What follows belongs to an exercise in optimizing a design on an open flow for small area and a short achievable clock period; a production flow would make more cautious choices. The RTL was checked by simulation tests, not by an equivalence proof against the original design.

## flow/design.v (module list and top-level ports; edited modules follow where they fit)
// module mul64_multi: 1492 lines
// module fa: 4 lines
// module ha: 4 lines
// module pgc: 4 lines
// module xr2: 3 lines
// module opi: 4 lines
// module opig: 3 lines
// module opn: 4 lines
// module opng: 3 lines
module mul64_multi(input clk, input [63:0] A, B, output reg [127:0] Y, output done);
  // ...
==> flow/flow/run.sh <==
#!/bin/bash
set -euo pipefail
bash standard.sh SETUP_SLACK_MARGIN=7.5 finish > flow_make.log 2>&1
==> flow/standard.sh <==
#!/bin/bash
# synth_recipe.tcl (not shown) runs the flow's synth.tcl, then flattens the netlist and writes it again
# the make line also repeats each setting of config.mk as NAME=value (left out here)
make -C /OpenROAD-flow-scripts/flow DESIGN_CONFIG=/design/flow/config.mk WORK_HOME=/design/flow/orfs CLKGATE_MAP_FILE= SYNTH_SCRIPT=/design/flow/synth_recipe.tcl "${@:-finish}"
==> flow/config.mk <==
export PLATFORM = sky130hd
export DESIGN_NAME = mul64_multi
export DESIGN_NICKNAME = mul64_multi
export VERILOG_FILES = /design/flow/design.v
export SDC_FILE = /design/flow/constraint.sdc
export NUM_CORES = 4
export LEC_CHECK = 0
export CAP_MARGIN = 20
export CORE_MARGIN = 2
export CORE_UTILIZATION = 55
export SLEW_MARGIN = 20
export SYNTH_HIERARCHICAL = 1
==> flow/constraint.sdc <==
create_clock -name core_clock -period 12.0 [get_ports {clk}]
set_input_delay 2.4000 -clock core_clock [delete_from_list [all_inputs] [get_ports {clk}]]
set_output_delay 2.4000 -clock core_clock [all_outputs]
set_load 0.01 [all_outputs]
==> flow_summary.json, run 1 <==
{
  "outcome": "no timing/DRC/antenna violations",
  "synth_top_family_by_area": "adder cells",
  "area_growth_pct": 28.6,
  "start_kind": "register",
  "final_common_cell": "xnor2_1",
  "syn_area_mm2": 0.0362,
  "synth_ff_type": "dfxtp_1",
  "r2r-end": "Y[124]$_DFFE_PP_",
  "n_antenna_cell": 13,
  "wl_met2_um": 70900,
  "synthSimpleGateAreaFrac": 0.0540,
  "synth_compound_area_frac": 0.194,
  "cts_sinks": 291,
  "slowest_stage": "fa_2",
  "cp_num_cells": 22,
  "grt_busiest_layer": "met2",
  "wl_um": 173000,
  "n_all_inverters": 50,
  "postLayoutCoreUtil": 0.711,
  "postRouteAntennaNets": 0,
  "crit_path_end": "Y[124]$_DFFE_PP_",
  "fin_crit_sh": 0.443,
  "cp_top_family": "adder cells",
  "tns_ns": 0,
  "min_from": "Y[48]$_DFFE_PP_"
}
==> run 2, diff against run 1 <==
==> flow/flow/run.sh (replaced) <==
#!/bin/bash
set -euo pipefail
bash standard.sh SETUP_SLACK_MARGIN=6.5 finish > flow_make.log 2>&1
==> run 2 against run 1 <==
Compared with the run above:
- still clean on timing, DRC and antenna
- area after synthesis unchanged
- die area unchanged
- clock skew rose by 0.015 ns
- non-clock buffer count shrank 183
- wire length shrank 16%
- critical path depth fell by 5
==> flow_summary.json, run 2 <==
{
  "start_util": 0.553,
  "ios": 258,
  "die_h_um": 261,
  "numCtsBuffers": 37,
  "fmax_mhz": 183,
  "synth_mux_area_frac": 0.00850,
  "core_area_mm2": 0.0655,
  "yosysTopAreaCellShare": 0.248,
  "start_kind": "register",
  "ys_types": 38,
  "synthAdderAreaFrac": 0.279,
  "htreeDepth": 2,
  "regMostFlops": "Y",
  "met2_usage": 0.643,
  "area_growth_pct": 15.1,
  "grt_first_pass_wirelength_um": 208000,
  "dieArea_mm2": 0.0679,
  "drive_above_1_share": 0.151,
  "first_pass_iters": 8,
  "seqCellArea_mm2": 0.00734,
  "synth_ff_type": "dfxtp_1",
  "ys_seq_area_frac": 0.197,
  "r2r-end": "Y[116]$_DFFE_PP_",
  "tns_ns": 0,
  "slew-limit-headroom": 0.338,
  "wl_um": 146000,
  "clock_path_buffers": 3,
  "avgRoutedWirePerCell_um": 32.5,
  "place.gp.congestion": 0.956,
  "path_clk_slew_ns": 0.07,
  "period_minus_slack_ns": 5.47,
  "synth_top_family_by_area": "adder cells",
  "yosys-top-cells-area": "fa_1 (25%), xnor2_1 (15%), a22oi_1 (12%)",
  "nets": 4276,
  "cp_slowest_stage_delay_ns": 0.64,
  "largest_reg_flops": 128,
  "vias": 30365,
  "postRouteAntennaNets": 0,
  "reg_top3": "Y: 128 flops, A_r: 64 flops, B_r: 64 flops",
  "rsz0062_at_grt": "yes",
  "netlist_instances": 3578,
  "syn_area_mm2": 0.0362,
  "yosysMostFrequentCell": "xnor2_1",
  "slew_viol_final": 0,
  "drc_errors": 0,
  "synthXorXnorAreaFrac": 0.211,
  "worst_slew_pin_slew_ns": 0.989,
  "hold_viol_final": 0,
  "r2r-start": "ctl[19]$_DFF_P_",
  "final_common_cell": "xnor2_1",
  "fin_crit_sh": 0.456,
  "crit_arrival_ns": 5.80,
  "die_width_um": 261,
  "setup_viol": 0,
  "synthTopCellsByCount": "xnor2_1 (605), a22oi_1 (576), fa_1 (449)",
  "end_kind": "register",
  "yosysWarnings": 7,
  "use_met3": 0.127,
  "path_cells": "buf_12 > xnor2_1 > fa_1 > fa_1 > fa_1 > fa_1 > nor2_1 > nor2_1 > nand2_1 > nor2_1 > nand2_1 > nor2_1 > nand2_1 > o21ai_4 > inv_1 > o21ai_1 > xor2_1",
  "rrSetupSlack_ns": 6.53,
  "multi_input_area_mm2": 0.0274,
  "worstRegToRegCells": 17,
  "synth_top_area_cell": "fa_1",
  "antenna_found_initial": 8,
  "track_usage": 0.424,
  "maxCapViolations": 0,
  "synth_compound_area_frac": 0.194,
  "fillCellCount": 5256,
  "slowest_stage": "dfxtp_4",
  "cts_sinks": 291,
  "critPathBufInv": 2,
  "whs_ns": 0.444,
  "cp_max_fo": 37,
  "synth_edf_count": 131,
  "ys_ff_latch": 291,
  "overflow": 0,
  "grt_busiest_layer": "met2",
  "grt_max_degree": 67,
  "dp_hpwl_um": 98100,
  "drtIter0Drc": 4045,
  "crit_path_end": "Y[116]$_DFFE_PP_",
  "crit_start": "ctl[19]$_DFF_P_",
  "critPathKind": "register to register",
  "synthSimpleGateAreaFrac": 0.0540,
  "via_per_inst": 6.75,
  "synth.avg_cell_area_um2": 10.1,
  "rows": 94,
  "cts_tree": "yes",
  "hp-class": "register to register",
  "grt_pass1_vias": 30477,
  "cp_top_family": "adder cells",
  "insertion_delay_ns": 0.60,
  "io_buffers": 257,
  "global_route.usage.met1": 0.539,
  "cp_num_cells": 17,
  "layout_common_cells": "xnor2_1 (599), a22oi_1 (576), fa_1 (448)",
  "finClkSkew_ns": 0.0337,
  "outcome": "no timing/DRC/antenna violations",
  "cts-root-buf": "clkbuf_16",
  "async_reset_ff_frac": 0,
  "cp.required_ns": 12.34
}
run 2: kinds of logic after synthesis:
| family | after synthesis |
|---|---|
| compound gates | 922 |
| xor+xnor | 874 |
| fa+ha+maj | 539 |
| buf+inv | 454 |
| flops | 291 |
| mux | 24 |
| other cells | 2 |
| simple gates | 472 |
run 2: routing by layer:
layer  up-vias  wire (µm)
met5         -         45
met4         8      10100
met3       518      18200
met2      2306      64700
met1     15233      53000
li1      12300          -
run 2: worst min-delay path by stage:
stage | depth (start not counted) | end | startpoint | slack (ns)
final | 0 | Y[39]$_DFFE_PP_ | Y[55]$_DFFE_PP_ | 0.44
after global routing | 0 | Y[28]$_DFFE_PP_ | Y[44]$_DFFE_PP_ | 0.46
after CTS | 0 | Y[3]$_DFFE_PP_ | Y[19]$_DFFE_PP_ | 0.45
after detailed placement | 0 | Y[3]$_DFFE_PP_ | Y[19]$_DFFE_PP_ | 0.43
after floorplan | 2 | st[4]$_SDFF_PP0_ | st[3]$_SDFF_PP0_ | 0.42
after global placement | 0 | Y[4]$_DFFE_PP_ | Y[20]$_DFFE_PP_ | 0.43
run 2: per-stage QoR:
stage	instances	utilization	worst slack, ns	cell area [µm²]
6_report	4501	0.636	6.53	41700
5_1_grt	4501	0.636	6.35	41700
4_1_cts	4468	0.626	6.45	41000
3_5_place_dp	4351	0.588	5.47	38500
3_3_place_gp	4351	0.588	5.59	38500
2_1_floorplan	3585	-	5.99	36300
run 2: per-module statistics from Yosys, one instance, submodules excluded:
module	cells inside	cell area [µm²]	copies in the design	flops+latches
opi	2	12.5	78	0
pgc	2	7.51	80	0
xr2	1	8.76	81	0
fa	1	20.0	449	0
opig	1	8.76	21	0
mul64_multi	2382	22300	1	291
opng	1	5.00	59	0
opn	2	12.5	99	0
ha	1	12.5	72	0
run 2: cell type report:
cell class,count,area share
timing repair buffer,388,0.106
tap,864,0.0259
inverter,50,0.00468
clock buffer,52,0.0250
multi-input combinational,2840,0.657
clock inverter,15,0.00531
sequential,291,0.176
antenna,1,0.0000600
run 2: worst reg2reg max path, stage by stage, from the launching register on:
cell and delay (ns):
dfxtp_4 0.64, buf_12 0.37, xnor2_1 0.23, fa_1 0.55, fa_1 0.45, fa_1 0.49, fa_1 0.61, nor2_1 0.10
nor2_1 0.26, nand2_1 0.17, nor2_1 0.25, nand2_1 0.19, nor2_1 0.22, nand2_1 0.13, o21ai_4 0.25, inv_1 0.08
o21ai_1 0.17, xor2_1 0.09
run 2: repair_timing:
action	in CTS	in global routing
hold endpoints to repair	0	0
pin swaps	0	0
gates cloned	0	2
setup endpoints to repair	66	45
buffers inserted	50	29
resized for setup	148	98
hold buffers	0	0

## separate check: timing with driven ports
The results above use ideal ports. As a check the final layouts listed here were re-extracted and re-timed, cells and wires unchanged. Step 1: set_driving_cell puts a clkbuf_16 on clk and a buf_2 on each other input, an assumption about the parent block. Step 2 times the ports against the registers' clock, not the clock port: input delays grow and output delays shrink by t, the midpoint of the rising clock arrivals with the driver on. Slacks: ideal / step 1 / step 2; pairs: ideal / step 1.
run	t, ns	slack for setup (ns)	hold WS [ns]	pins driven straight from the clock port
run 1	0.649	6.690 / 6.690 / 6.690	0.442 / 0.442 / 0.442	1
run 2	0.645	6.533 / 6.533 / 6.093	0.444 / 0.444 / 0.444	1
After both steps every run listed still meets setup and hold. The setup slack of run 2, which loses most, moves by 0.000 ns with the drivers and by -0.440 ns with both steps.
